Background: an optimization exercise with open tools, aiming at a short achievable clock period and few clock cycles per item. Do not read the settings as production practice.
Function was checked by simulation only, so behaviour that the tests miss may differ from the original.
Power figures rest on the tool's default switching activity, not on a simulated workload.

==> flow/design.v <==
module mux2
    #(parameter N = 64) (
    input  logic [N-1:0] d0, d1,
    input  logic         s,
    output logic [N-1:0] y
);
    assign y = s ? d1 : d0;
endmodule
module adder 
    #(parameter N = 64) (
    input  logic [N-1:0] a, b,
    output logic [N-1:0] y
);
    assign y = a + b;
endmodule
module sl2
    #(parameter N = 64) (
    input  logic [N-1:0] a,
    output logic [N-1:0] y
);
    assign y = {a[N-3:0], 2'b00};
endmodule
module flopr
	#(parameter N = 64) (
	input  logic         clk, reset,
	input  logic [N-1:0] d,
	output logic [N-1:0] q
);
	always_ff @(posedge clk, posedge reset)
	begin
		if (reset) q <= '0;  
		else       q <= d;
	end
endmodule
module flopr_e
    #(parameter N = 64) (
    input  logic         clk, reset,
    input  logic [N-1:0] d,
    input  logic         enable,
    output logic [N-1:0] q
);
    always_ff @(posedge clk, posedge reset)
    begin
        if (reset)       q <= '0;
        else if (enable) q <= d;
    end
endmodule
module alu (
	input  logic [63:0] a, b,
	input  logic [3:0]  ALUControl,
	output logic [63:0] result,
	output logic        zero
);
	always_comb
	begin
		case(ALUControl)
			4'b0000     : result = a & b;
			4'b0001      : result = a | b;
			4'b0010    : result = a + b;
			4'b0110   : result = a - b;
			4'b0111: result = b;
			4'b1100     : result = ~(a | b);
			4'b1000    : result = b << (2'b00 * 16);
			4'b1001    : result = b << (2'b01 * 16);
			4'b1010    : result = b << (2'b10 * 16);
			4'b1011    : result = b << (2'b11 * 16);
			default      : result = 64'b0;
		endcase
		zero = result ? 1'b0 : 1'b1;
	end
endmodule
module signext (
	input  logic [31:0] a,
	output logic [63:0] y
);
	always_comb
	begin
		casez(a[31:21])  
			11'b111_1100_0010  : y = {{55{a[20]}}, a[20:12]};  
			11'b111_1100_0000  : y = {{55{a[20]}}, a[20:12]};  
			11'b101_1010_0???   : y = {{45{a[23]}}, a[23:5]};   
			11'b100_1000_100?  : y = {52'b0, a[21:10]};        
			11'b100_1001_000?  : y = {52'b0, a[21:10]};        
			11'b101_1001_000?  : y = {52'b0, a[21:10]};        
			11'b110_1000_100?  : y = {52'b0, a[21:10]};        
			11'b110_1001_01??  : y = {48'b0, a[20:5]};         
			default: y = 64'b0;                    
		endcase
	end
endmodule
module regfile (
    input  logic        clk, we3,
    input  logic [4:0]  ra1, ra2, wa3,
    input  logic [63:0] wd3,
    output logic [63:0] rd1, rd2
);
    logic [63:0] registers [0:30];
    logic [63:0] rf1, rf2;
    assign rf1 = (ra1 == 5'd31) ? 64'd0 : registers[ra1];
    assign rf2 = (ra2 == 5'd31) ? 64'd0 : registers[ra2];
    always_ff @(posedge clk)
    begin
        if (we3 & (wa3 != 5'd31)) registers[wa3] <= wd3;
    end
    mux2 #(64) R_DATA1(
        .d0(rf1),
        .d1(wd3),
        .s(we3 & (wa3 != 5'd31) & (ra1 == wa3)),
        .y(rd1)
    );
    mux2 #(64) R_DATA2(
        .d0(rf2),
        .d1(wd3),
        .s(we3 & (wa3 != 5'd31) & (ra2 == wa3)),
        .y(rd2)
    );
endmodule
module maindec (
    input  logic [10:0] Op,
    output logic        Reg2Loc,
    output logic        ALUSrc,
    output logic        MemtoReg,
    output logic        RegWrite,
    output logic        MemRead,
    output logic        MemWrite,
    output logic        Branch,
    output logic [1:0]  ALUOp
);
    always_comb
    begin
        casez(Op)
            11'b111_1100_0010: begin
                Reg2Loc  = 1'b0;
                ALUSrc   = 1'b1;
                MemtoReg = 1'b1;
                RegWrite = 1'b1;
                MemRead  = 1'b1;
                MemWrite = 1'b0;
                Branch   = 1'b0;
                ALUOp    = 2'b00;
            end
            11'b111_1100_0000: begin
                Reg2Loc  = 1'b1;
                ALUSrc   = 1'b1;
                MemtoReg = 1'b0;
                RegWrite = 1'b0;
                MemRead  = 1'b0;
                MemWrite = 1'b1;
                Branch   = 1'b0;
                ALUOp    = 2'b00;
            end
            11'b101_1010_0???: begin
                Reg2Loc  = 1'b1;
                ALUSrc   = 1'b0;
                MemtoReg = 1'b0;
                RegWrite = 1'b0;
                MemRead  = 1'b0;
                MemWrite = 1'b0;
                Branch   = 1'b1;
                ALUOp    = 2'b01;
            end
            11'b100_0101_1000: begin
                Reg2Loc  = 1'b0;
                ALUSrc   = 1'b0;
                MemtoReg = 1'b0;
                RegWrite = 1'b1;
                MemRead  = 1'b0;
                MemWrite = 1'b0;
                Branch   = 1'b0;
                ALUOp    = 2'b10;
            end
            11'b110_0101_1000: begin
                Reg2Loc  = 1'b0;
                ALUSrc   = 1'b0;
                MemtoReg = 1'b0;
                RegWrite = 1'b1;
                MemRead  = 1'b0;
                MemWrite = 1'b0;
                Branch   = 1'b0;
                ALUOp    = 2'b10;
            end
            11'b100_0101_0000: begin
                Reg2Loc  = 1'b0;
                ALUSrc   = 1'b0;
                MemtoReg = 1'b0;
                RegWrite = 1'b1;
                MemRead  = 1'b0;
                MemWrite = 1'b0;
                Branch   = 1'b0;
                ALUOp    = 2'b10;
            end
            11'b101_0101_0000: begin
                Reg2Loc  = 1'b0;
                ALUSrc   = 1'b0;
                MemtoReg = 1'b0;
                RegWrite = 1'b1;
                MemRead  = 1'b0;
                MemWrite = 1'b0;
                Branch   = 1'b0;
                ALUOp    = 2'b10;
            end
            11'b100_1000_100?: begin
                Reg2Loc  = 1'b0;
                ALUSrc   = 1'b1;
                MemtoReg = 1'b0;
                RegWrite = 1'b1;
                MemRead  = 1'b0;
                MemWrite = 1'b0;
                Branch   = 1'b0;
                ALUOp    = 2'b11;
            end
            11'b100_1001_000?: begin
                Reg2Loc  = 1'b0;
                ALUSrc   = 1'b1;
                MemtoReg = 1'b0;
                RegWrite = 1'b1;
                MemRead  = 1'b0;
                MemWrite = 1'b0;
                Branch   = 1'b0;
                ALUOp    = 2'b11;
            end
            11'b101_1001_000?: begin
                Reg2Loc  = 1'b0;
                ALUSrc   = 1'b1;
                MemtoReg = 1'b0;
                RegWrite = 1'b1;
                MemRead  = 1'b0;
                MemWrite = 1'b0;
                Branch   = 1'b0;
                ALUOp    = 2'b11;
            end
            11'b110_1000_100?: begin
                Reg2Loc  = 1'b0;
                ALUSrc   = 1'b1;
                MemtoReg = 1'b0;
                RegWrite = 1'b1;
                MemRead  = 1'b0;
                MemWrite = 1'b0;
                Branch   = 1'b0;
                ALUOp    = 2'b11;
            end
            11'b110_1001_01??: begin
                Reg2Loc  = 1'b0;
                ALUSrc   = 1'b1;
                MemtoReg = 1'b0;
                RegWrite = 1'b1;
                MemRead  = 1'b0;
                MemWrite = 1'b0;
                Branch   = 1'b0;
                ALUOp    = 2'b11;
            end
            default: begin            
                Reg2Loc  = 1'b0;
                ALUSrc   = 1'b0;
                MemtoReg = 1'b0;
                RegWrite = 1'b0;
                MemRead  = 1'b0;
                MemWrite = 1'b0;
                Branch   = 1'b0;
                ALUOp    = 2'b00;
            end
        endcase
    end
endmodule
module aludec (
    input  logic [10:0] funct,  
    input  logic [1:0]  aluop,  
    output logic [3:0]  alucontrol
);
    always_comb
        case(aluop)
            2'b00: alucontrol = 4'b0010;
            2'b01: alucontrol = 4'b0111;
            2'b10:
                case(funct)
                    11'b100_0101_1000   : alucontrol = 4'b0010;
                    11'b110_0101_1000   : alucontrol = 4'b0110;
                    11'b100_0101_0000   : alucontrol = 4'b0000;
                    11'b101_0101_0000   : alucontrol = 4'b0001;
                    default: alucontrol = 4'b0000;
                endcase
            2'b11:
                casez(funct)
                    11'b100_1000_100?:  alucontrol = 4'b0010;
                    11'b100_1001_000?:  alucontrol = 4'b0000;
                    11'b101_1001_000?:  alucontrol = 4'b0001;
                    11'b110_1000_100?:  alucontrol = 4'b0110;
                    11'b110_1001_01??:  case(funct[1:0])  
                                2'b00  : alucontrol = 4'b1000;
                                2'b01  : alucontrol = 4'b1001;
                                2'b10  : alucontrol = 4'b1010;
                                default: alucontrol = 4'b1011;
                            endcase
                    default: alucontrol = 4'b0000;
                endcase
            default: alucontrol = 4'b0000;
        endcase
endmodule
module controller(
    input  logic [10:0] instr,
    output logic [3:0]  AluControl,						
    output logic        reg2loc, regWrite, AluSrc, Branch, memtoReg, memRead, memWrite
);
    logic [1:0] AluOp_s;
    maindec decPpal(
        .Op(instr), 
        .Reg2Loc(reg2loc), 
        .ALUSrc(AluSrc), 
        .MemtoReg(memtoReg), 
        .RegWrite(regWrite), 
        .MemRead(memRead), 
        .MemWrite(memWrite), 
        .Branch(Branch), 
        .ALUOp(AluOp_s)
    );	
    aludec decAlu (
        .funct(instr), 
        .aluop(AluOp_s), 
        .alucontrol(AluControl)
    );
endmodule
module hazard_du (
    input  logic [4:0] Instr_Ra1, Instr_Ra2,
    input  logic [4:0] ID_EX_Rd, EX_MEM_Rd, MEM_WB_Rd,
    input  logic       MEM_WB_MemRead,
    input  logic       ID_EX_RegWrite,
    input  logic       EX_MEM_RegWrite,
    output logic       PCWrite,
    output logic       IF_ID_Write,
    output logic       stall
);
    always_comb
        if (ID_EX_RegWrite & (ID_EX_Rd !== 5'd31) & (ID_EX_Rd == Instr_Ra1 | ID_EX_Rd == Instr_Ra2)) begin
            IF_ID_Write = 1'b0;
            PCWrite     = 1'b0;
            stall       = 1'b1;
        end
        else if (EX_MEM_RegWrite & (EX_MEM_Rd !== 5'd31) & (EX_MEM_Rd == Instr_Ra1 | EX_MEM_Rd == Instr_Ra2)) begin
            IF_ID_Write = 1'b0;
            PCWrite     = 1'b0;
            stall       = 1'b1;
        end
        else begin
            IF_ID_Write = 1'b1;
            PCWrite     = 1'b1;
            stall       = 1'b0;
        end
endmodule
module fetch
    #(parameter N = 64) (
    input  logic         PCSrc_F,
    input  logic         clk, reset,
    input  logic [N-1:0] PCBranch_F,
    output logic [N-1:0] imem_addr_F,
    input  logic         enable
);
    logic [N-1:0] mux_out;
    logic [N-1:0] add_out;
    mux2 #(64) MUX(
        .d0(add_out),
        .d1(PCBranch_F),
        .s(PCSrc_F),
        .y(mux_out)
    );
    flopr_e #(64) PC(
        .clk(clk),
        .reset(reset),
        .d(mux_out),
        .q(imem_addr_F),
        .enable(enable)
    );
    adder #(64) Add(
        .a(imem_addr_F),
        .b(64'd4),
        .y(add_out)
    );
endmodule
module decode
    #(parameter N = 64) (
    input  logic         regWrite_D, reg2loc_D, clk,
    input  logic [N-1:0] writeData3_D,
    input  logic [31:0]  instr_D,
    output logic [N-1:0] signImm_D, readData1_D, readData2_D, 
    input  logic [4:0]   wa3_D,  
    output logic [4:0]   ra1_D, ra2_D
); 
    assign ra1_D = instr_D[9:5];
    mux2 #(5) ra2mux(
        .d0(instr_D[20:16]),
        .d1(instr_D[4:0]),
        .s(reg2loc_D),
        .y(ra2_D)
    );
    regfile registers(
        .clk(clk),
        .we3(regWrite_D),
        .ra1(ra1_D),
        .ra2(ra2_D),
        .wa3(wa3_D),            
        .wd3(writeData3_D),
        .rd1(readData1_D),
        .rd2(readData2_D)
    );
    signext ext(
        .a(instr_D),
        .y(signImm_D)
    );
endmodule
module execute
    #(parameter N = 64) (
    input  logic         AluSrc,
    input  logic [3:0]   AluControl,
    input  logic [N-1:0] PC_E,
    input  logic [N-1:0] signImm_E,
    input  logic [N-1:0] readData1_E,
    input  logic [N-1:0] readData2_E,
    output logic [N-1:0] PCBranch_E,
    output logic [N-1:0] aluResult_E,
    output logic [N-1:0] writeData_E,
    output logic         zero_E
);
    logic [N-1:0] mux_out;
    logic [N-1:0] shift_left_2_out;
    mux2 #(64) MUX(
        .d0(readData2_E),
        .d1(signImm_E),
        .s(AluSrc),
        .y(mux_out)
    );
    alu ALU(
        .a(readData1_E),
        .b(mux_out),
        .ALUControl(AluControl),
        .result(aluResult_E),
        .zero(zero_E)
    );
    sl2 #(64) Shift_left_2(
        .a(signImm_E),
        .y(shift_left_2_out)
    );
    adder #(64) Add(
        .a(PC_E),
        .b(shift_left_2_out),
        .y(PCBranch_E)
    );
    assign writeData_E = readData2_E;
endmodule
module memory(
    input  logic Branch_M, zero_M,					
    output logic PCSrc_M
);
    assign PCSrc_M = Branch_M & zero_M;
endmodule
module writeback
    #(parameter N = 64) (
    input  logic [N-1:0] aluResult_W, DM_readData_W,
    input  logic         memtoReg,
    output logic [N-1:0] writeData3_W
);
    mux2 #(64) MtoRmux(
        .d0(aluResult_W),
        .d1(DM_readData_W),
        .s(memtoReg),
        .y(writeData3_W)
    );
endmodule
module datapath 
    #(parameter N = 64) (
    input  logic         reset, clk,
    input  logic         reg2loc,									
    input  logic         AluSrc,
    input  logic [3:0]   AluControl,
    input  logic         Branch,
    input  logic         memRead,
    input  logic         memWrite,
    input  logic         regWrite,	
    input  logic         memtoReg,									
    input  logic [31:0]  IM_readData,
    input  logic [N-1:0] DM_readData,
    output logic [N-1:0] IM_addr, DM_addr, DM_writeData,
    output logic         DM_writeEnable, DM_readEnable,
    output logic         IF_ID_Write,  
    output logic         flush         
);					
    logic         PCSrc;
    logic [N-1:0] PCBranch_E, aluResult_E, writeData_E, writeData3; 
    logic [N-1:0] signImm_D, readData1_D, readData2_D;
    logic         zero_E;
    logic [95:0]  qIF_ID;
    logic [270:0] qID_EX;
    logic [202:0] qEX_MEM;
    logic [135:0] qMEM_WB;
    logic [4:0]   Reg_address1, Reg_address2;
    logic         PCWrite, stall;  
    logic [9:0]   Ctrl_signals;
    fetch #(64) FETCH(
        .PCSrc_F(PCSrc),
        .clk(clk),
        .reset(reset),
        .PCBranch_F(qEX_MEM[197:134]),
        .imem_addr_F(IM_addr),
        .enable(PCWrite | PCSrc)
    );
    flopr_e #(96) IF_ID(
        .clk(clk),
        .reset(reset), 
        .d(PCSrc ? 96'b0 : {IM_addr, IM_readData}),
        .q(qIF_ID),
        .enable(IF_ID_Write | PCSrc)
    );
    hazard_du HDU(
        .Instr_Ra1(Reg_address1),
        .Instr_Ra2(Reg_address2),
        .ID_EX_Rd(qID_EX[4:0]),
        .EX_MEM_Rd(qEX_MEM[4:0]),
        .MEM_WB_Rd(qMEM_WB[4:0]),
        .MEM_WB_MemRead(qMEM_WB[135]),
        .ID_EX_RegWrite(qID_EX[262]),
        .EX_MEM_RegWrite(qEX_MEM[199]),
        .PCWrite(PCWrite),
        .IF_ID_Write(IF_ID_Write),
        .stall(stall)
    );
    decode #(64) DECODE(
        .regWrite_D(qMEM_WB[134]),
        .reg2loc_D(reg2loc), 
        .clk(clk),
        .writeData3_D(writeData3),
        .instr_D(qIF_ID[31:0]), 
        .signImm_D(signImm_D), 
        .readData1_D(readData1_D),
        .readData2_D(readData2_D),
        .wa3_D(qMEM_WB[4:0]),
        .ra1_D(Reg_address1),
        .ra2_D(Reg_address2)
    );
    mux2 #(10) ID_CTRL_SIGNALS(
        .d0({AluSrc, AluControl, Branch, memRead, memWrite, regWrite, memtoReg}),
        .d1(10'b0),
        .s(stall | PCSrc),
        .y(Ctrl_signals)
    );
    flopr #(271) ID_EX(
        .clk(clk),
        .reset(reset), 
        .d({Ctrl_signals, qIF_ID[95:32], signImm_D, readData1_D, readData2_D, qIF_ID[4:0]}),
        .q(qID_EX)
    );
    execute #(64) EXECUTE(
        .AluSrc(qID_EX[270]),
        .AluControl(qID_EX[269:266]),
        .PC_E(qID_EX[260:197]), 
        .signImm_E(qID_EX[196:133]), 
        .readData1_E(qID_EX[132:69]), 
        .readData2_E(qID_EX[68:5]), 
        .PCBranch_E(PCBranch_E), 
        .aluResult_E(aluResult_E), 
        .writeData_E(writeData_E), 
        .zero_E(zero_E)
    );
    flopr #(203) EX_MEM(
        .clk(clk),
        .reset(reset), 
        .d({PCSrc ? 5'b0 : qID_EX[265:261], PCBranch_E, zero_E, aluResult_E, writeData_E, qID_EX[4:0]}),
        .q(qEX_MEM)
    );
    memory MEMORY(
        .Branch_M(qEX_MEM[202]), 
        .zero_M(qEX_MEM[133]), 
        .PCSrc_M(PCSrc)
    );
    assign flush = PCSrc;
    assign DM_writeData = qEX_MEM[68:5];
    assign DM_addr = qEX_MEM[132:69];
    assign DM_writeEnable = qEX_MEM[200];
    assign DM_readEnable = qEX_MEM[201];
    flopr #(136) MEM_WB(
        .clk(clk),
        .reset(reset), 
        .d({qEX_MEM[201], qEX_MEM[199:198], qEX_MEM[132:69], DM_readData, qEX_MEM[4:0]}),
        .q(qMEM_WB)
    );
    writeback #(64) WRITEBACK(
        .aluResult_W(qMEM_WB[132:69]), 
        .DM_readData_W(qMEM_WB[68:5]), 
        .memtoReg(qMEM_WB[133]), 
        .writeData3_W(writeData3)
    );		
endmodule
module processor_arm
    #(parameter N = 64) (
    input  logic         CLOCK_50, reset,
    output logic [N-1:0] IM_addr,
    input  logic [31:0]  IM_readData,
    output logic [N-1:0] DM_writeData, DM_addr,
    output logic         DM_writeEnable, DM_readEnable,
    input  logic [N-1:0] DM_readData
);
    logic [31:0]  q;		
    logic [3:0]   AluControl;
    logic         reg2loc, regWrite, AluSrc, Branch, memtoReg, memRead, memWrite;
    logic [10:0]  instr;
    logic         IF_ID_Write;    
    logic         flush;          
    controller c(
        .instr(instr), 
        .AluControl(AluControl), 
        .reg2loc(reg2loc), 
        .regWrite(regWrite), 
        .AluSrc(AluSrc), 
        .Branch(Branch),
        .memtoReg(memtoReg), 
        .memRead(memRead), 
        .memWrite(memWrite)
    );
    datapath #(64) dp(
        .reset(reset), 
        .clk(CLOCK_50), 
        .reg2loc(reg2loc), 
        .AluSrc(AluSrc), 
        .AluControl(AluControl), 
        .Branch(Branch), 
        .memRead(memRead),
        .memWrite(memWrite), 
        .regWrite(regWrite), 
        .memtoReg(memtoReg), 
        .IM_readData(q), 
        .DM_readData(DM_readData), 
        .IM_addr(IM_addr), 
        .DM_addr(DM_addr), 
        .DM_writeData(DM_writeData), 
        .DM_writeEnable(DM_writeEnable), 
        .DM_readEnable(DM_readEnable),
        .IF_ID_Write(IF_ID_Write),
        .flush(flush)
    );
    assign q = IM_readData;
    flopr_e #(11) IF_ID_TOP(
        .clk(CLOCK_50),
        .reset(reset), 
        .d(flush ? 11'b0 : q[31:21]), 
        .q(instr),
        .enable(IF_ID_Write | flush)
    );
endmodule
==> flow/run.sh <==
#!/bin/bash
# synth_recipe.tcl (not shown) runs the flow's synth.tcl, then flattens the netlist and writes it again
# the make line also repeats each setting of config.mk as NAME=value (left out here)
make -C /OpenROAD-flow-scripts/flow DESIGN_CONFIG=/design/flow/config.mk WORK_HOME=/design/flow/orfs CLKGATE_MAP_FILE= SYNTH_SCRIPT=/design/flow/synth_recipe.tcl finish
==> flow/config.mk <==
export PLATFORM = sky130hd
export DESIGN_NAME = processor_arm
export DESIGN_NICKNAME = processor_arm
export VERILOG_FILES = /design/flow/design.v
export SDC_FILE = /design/flow/constraint.sdc
export NUM_CORES = 4
export LEC_CHECK = 0
export CAP_MARGIN = 20
export CORE_MARGIN = 2
export CORE_UTILIZATION = 40
export SLEW_MARGIN = 20
==> flow/constraint.sdc <==
create_clock -name core_clock -period 10.0 [get_ports {CLOCK_50}]
set_input_delay 2.0000 -clock core_clock [delete_from_list [all_inputs] [get_ports {CLOCK_50}]]
set_output_delay 2.0000 -clock core_clock [all_outputs]
set_load 0.01 [all_outputs]
==> results.txt <==
* Post-synthesis net count at 11090
* Hold Path Class: reg -> reg
* Vias per cell at 6.283
* Post-cts hold buffer count at 0
* Max_cap viols at 0
* Startpoint types: register
* Clk sinks at about 2700
* Layout cells sized above 1 at about an eighth
* Syn avg cell area at 12.10 um2
* Gr ovfl total at 0
* I/O pins at 292
* Worst-skew pair later-pin latency at approximately 0.90 ns
* Crit Path Category: reg -> reg
* RePlAce Congestion at 0.9402
* Tmin final at 9.096 ns
* Worst Slack Setup Final at 0.9045 ns
* Die W at 577.0 um
* Number of antenna violations at the first check in global routing at 30
* Final Net Count at ~11000
* DP Area at 0.1384 mm2
* Signal arrival time at the worst endpoint at 9.88 ns
* CTS resizes at 0
* First-pass GRT wire length at 673200 um
* Hold slack final at 0.3390 ns
* Post-synth EDFFs at 1984
* CTS tree: done
* WP data required at 10.78 ns
* Die Area at 0.3330 mm2
* Pleak at 53.21 nW
* Final worst clock skew at ~0.068 ns
* Vias in the first global route at 92220
* Setup crit end kind: register
* Fmax at approximately 0.11 GHz
* Area leader, netlist: edfxtp_1
* Asr flop ratio synth at 26.68%
* Post-CTS setup buffers at 0
* # rows at 210
* Synthesized cell area at between 0.1 and 0.15 mm2
* Critical Path Fanout Max at 49
* Clock Pin Slew Worst Setup and Hold Paths at about 0.06 ns
* Pwr Total at 30.42 mW
* RSZ-0062 raised after global routing: false
* Max-slew headroom at about 16%
* Slew at the pin closest to its max-slew limit at around 1.2 ns
* Netlist cell types at 92
* Power per standard cell area at ~200 mW/mm2
* Cts bufs inserted at 296
* Primary FF master, synth: edfxtp_1
* Post-DP HPWL at between 200000 and 300000 um
* Fin cells at 15340
* Setup violators final at 0
* Layout area overhead at 12.44%
* YS warnings at 12
* Non-Filler Cell Area, Final at around 0.15 mm2
* Port Buffers at 291
* Clock Tree Root: clkbuf_16
* Top cell type's share of synthesized area at 45.36%
* H-tree depth at 5
* Final period utilization at 90.96%
* Largest net degree at the start of global routing at 148
* VDD IR max at between 100 and 150 uV
* Synth Register Bits at ~2700
* Total GRT Usage at around 28%
* Pre-CTS WS at 0.9189 ns
* Avg WL per Cell at 30.85 um
* Layout Utilization at 45.15%
* Sequential area share after synthesis at between 50% and 60%
* Final Hold Vio Count at 0
* Placed Cells at 14810
* Initial Util at 40.15%
* Post-Route WL at 473300 um
* Slew Limit Fails at 0
* Via count at 96390
* CTS max path bufs at 4
* Setup TNS at 0 ns
* Status: complete, no violations
* Cells after synthesis at roughly 11000
* Die Span Y at 577.0 um
* DR DRC count at 0
* Antenna viol nets, final at 0
* Core ar. at 0.3271 mm2
* Number of DRC markers in iteration 0 at 13030
* Synth area leaders: edfxtp_1 45%, dfrtp_1 14%, mux4_2 9.9%
* DRT Pass-1 Iters at 9
[path summary, 6_finish.rpt]
| check | start | end | slack (ns) | cells past startpoint |
|---|---|---|---|---|
| worst max-delay path | dp.ID_EX.q[270] | dp.EX_MEM.q[133] | 0.90 | 22 |
| worst min-delay path | dp.IF_ID.q[36] | dp.ID_EX.q[201] | 0.34 | 0 |
| worst max register to register | dp.ID_EX.q[270] | dp.EX_MEM.q[133] | 0.90 | 22 |
| worst min register to register | dp.IF_ID.q[36] | dp.ID_EX.q[201] | 0.34 | 0 |
| max in group asynchronous | reset | dp.EX_MEM.q[148] | 6.59 | 4 |
| min in group asynchronous | reset | dp.IF_ID.q[77] | 1.46 | 2 |
[Yosys cell counts (all sizes together), types with 132 or more instances]
cell type and instances:
o21ai 348, clkbuf 641, mux4 576, edfxtp 1984
nor2 468, xnor2 132, o22ai 164, buf 276
a311oi 326, dfrtp 722, a21oi 307, nand2 2272
nand3 1003, mux2i 312
[metal layers]
layer / wire [um] / global-route usage, % / vias to the layer above
met5: 46 / 0 / -
met3: 54150 / 6.319 / 979
met1: 193200 / 39.58 / 49020
li1: - / - / 40430
met4: 18050 / 9.688 / 8
met2: 207800 / 41.74 / 5945
[state kept, by name (all words and copies together), names as in the netlist]
signal	flops
dp.DECODE.registers.registers	1984
dp.EX_MEM.q	202
dp.FETCH.PC.q	64
dp.ID_EX.q	225
dp.IF_ID.q	96
dp.MEM_WB.q	135
[critical path, cell delays in order, from the launching register on]
cell      delay [ns]
dfrtp_4         0.69
buf_4           0.60
mux2_4          0.39
or4_4           0.59
or4b_1          0.69
nor2_1          0.15
o21ai_0         0.15
nor3_1          0.37
a41oi_1         0.19
xor2_1          0.22
ha_1            0.57
nand4_1         0.29
nor4_1          0.51
or3b_2          0.48
a21oi_1         0.39
mux2i_1         0.24
nand2_1         0.14
nor4_1          0.27
or4b_2          0.63
nor4_1          0.76
buf_4           0.25
nand4b_1        0.13
nor4_2          0.24
[report_power, final]
group	internal, mW	switching [mW]
clock	6.12	4.57
sequential	13.8	0.517
combinational	1.54	3.91
[layout make-up]
type | count | area, um2
fill | 29200 | 179400
sequential | 2706 | 77670
multi-input combinational | 7117 | 49810
clock buffer | 394 | 8058
tap | 4346 | 5438
timing repair buffer | 523 | 5055
clock inverter | 127 | 1176
inverter | 117 | 442.9
antenna | 12 | 30.03
[cells in the final DEF, fill, tap and decap left out, types with 18 or more instances in the layout]
cell,netlist,layout
clkbuf_1,641,77
and3_1,127,127
nand4_1,56,56
o211ai_1,29,29
o21ai_0,342,342
nor4_1,23,23
nor2b_1,52,52
o31ai_1,20,20
clkinv_2,0,49
nor2_4,0,33
xnor2_1,131,131
o21bai_1,18,18
a211oi_1,22,22
nor2_1,468,434
dfrtp_1,722,712
clkbuf_16,0,303
o21a_1,24,24
a311oi_1,326,326
a21oi_1,306,306
mux2i_1,309,280
nand2_1,2272,2268
clkdlybuf4s50_1,0,291
a31oi_1,114,114
mux2i_2,2,27
buf_4,129,200
clkinv_1,0,30
inv_1,115,114
buf_12,0,32
nand2b_1,19,19
mux4_2,576,576
a21o_1,90,90
a22oi_1,37,37
ha_1,128,128
edfxtp_1,1984,1984
xor2_1,111,111
nand3_1,1003,1001
o22ai_1,164,163
nor3_1,64,64
[logic make-up (layout without fill, tap and decap cells)]
| group | count (synthesis) | count (layout) | share of synthesized area (%) |
|---|---|---|---|
| and+or+nand+nor | 4206 | 4206 | 13.96 |
| adders and majority gates | 130 | 130 | 1.250 |
| muxes | 898 | 898 | 12.36 |
| DFF | 2706 | 2706 | 59.11 |
| xor gates and xnor gates | 243 | 243 | 1.626 |
| other | 0 | 12 | 0 |
| buffers and inverters | 1034 | 1161 | 3.341 |
| AOI/OAI and AO/OA | 1640 | 1640 | 8.351 |
Testbench counts, summed over its fixed seeds: cycles 86,871, instrs 48,617.

-- afterwards: timing with drivers on the ports --
Ports are ideal in the flow. The routed layout listed here was re-timed in OpenROAD.
Step 1 assumes that a clkbuf_16 drives the clock port and a buf_2 every other input.
Step 2 also shifts input and output timing later by t, the mid clock arrival at the registers, as if the neighbouring blocks saw the same clock.
Three values: ideal ports, drivers, drivers and shift; two values: the first two.
t, ns: 0.975
setup WS [ns]: 0.904 / 0.904 / 0.904
worst slew at a driven data input, ns: 0.10
After both steps this run still meets setup and hold. The setup slack of this run moves by 0.000 ns with the drivers and by 0.000 ns with both steps.
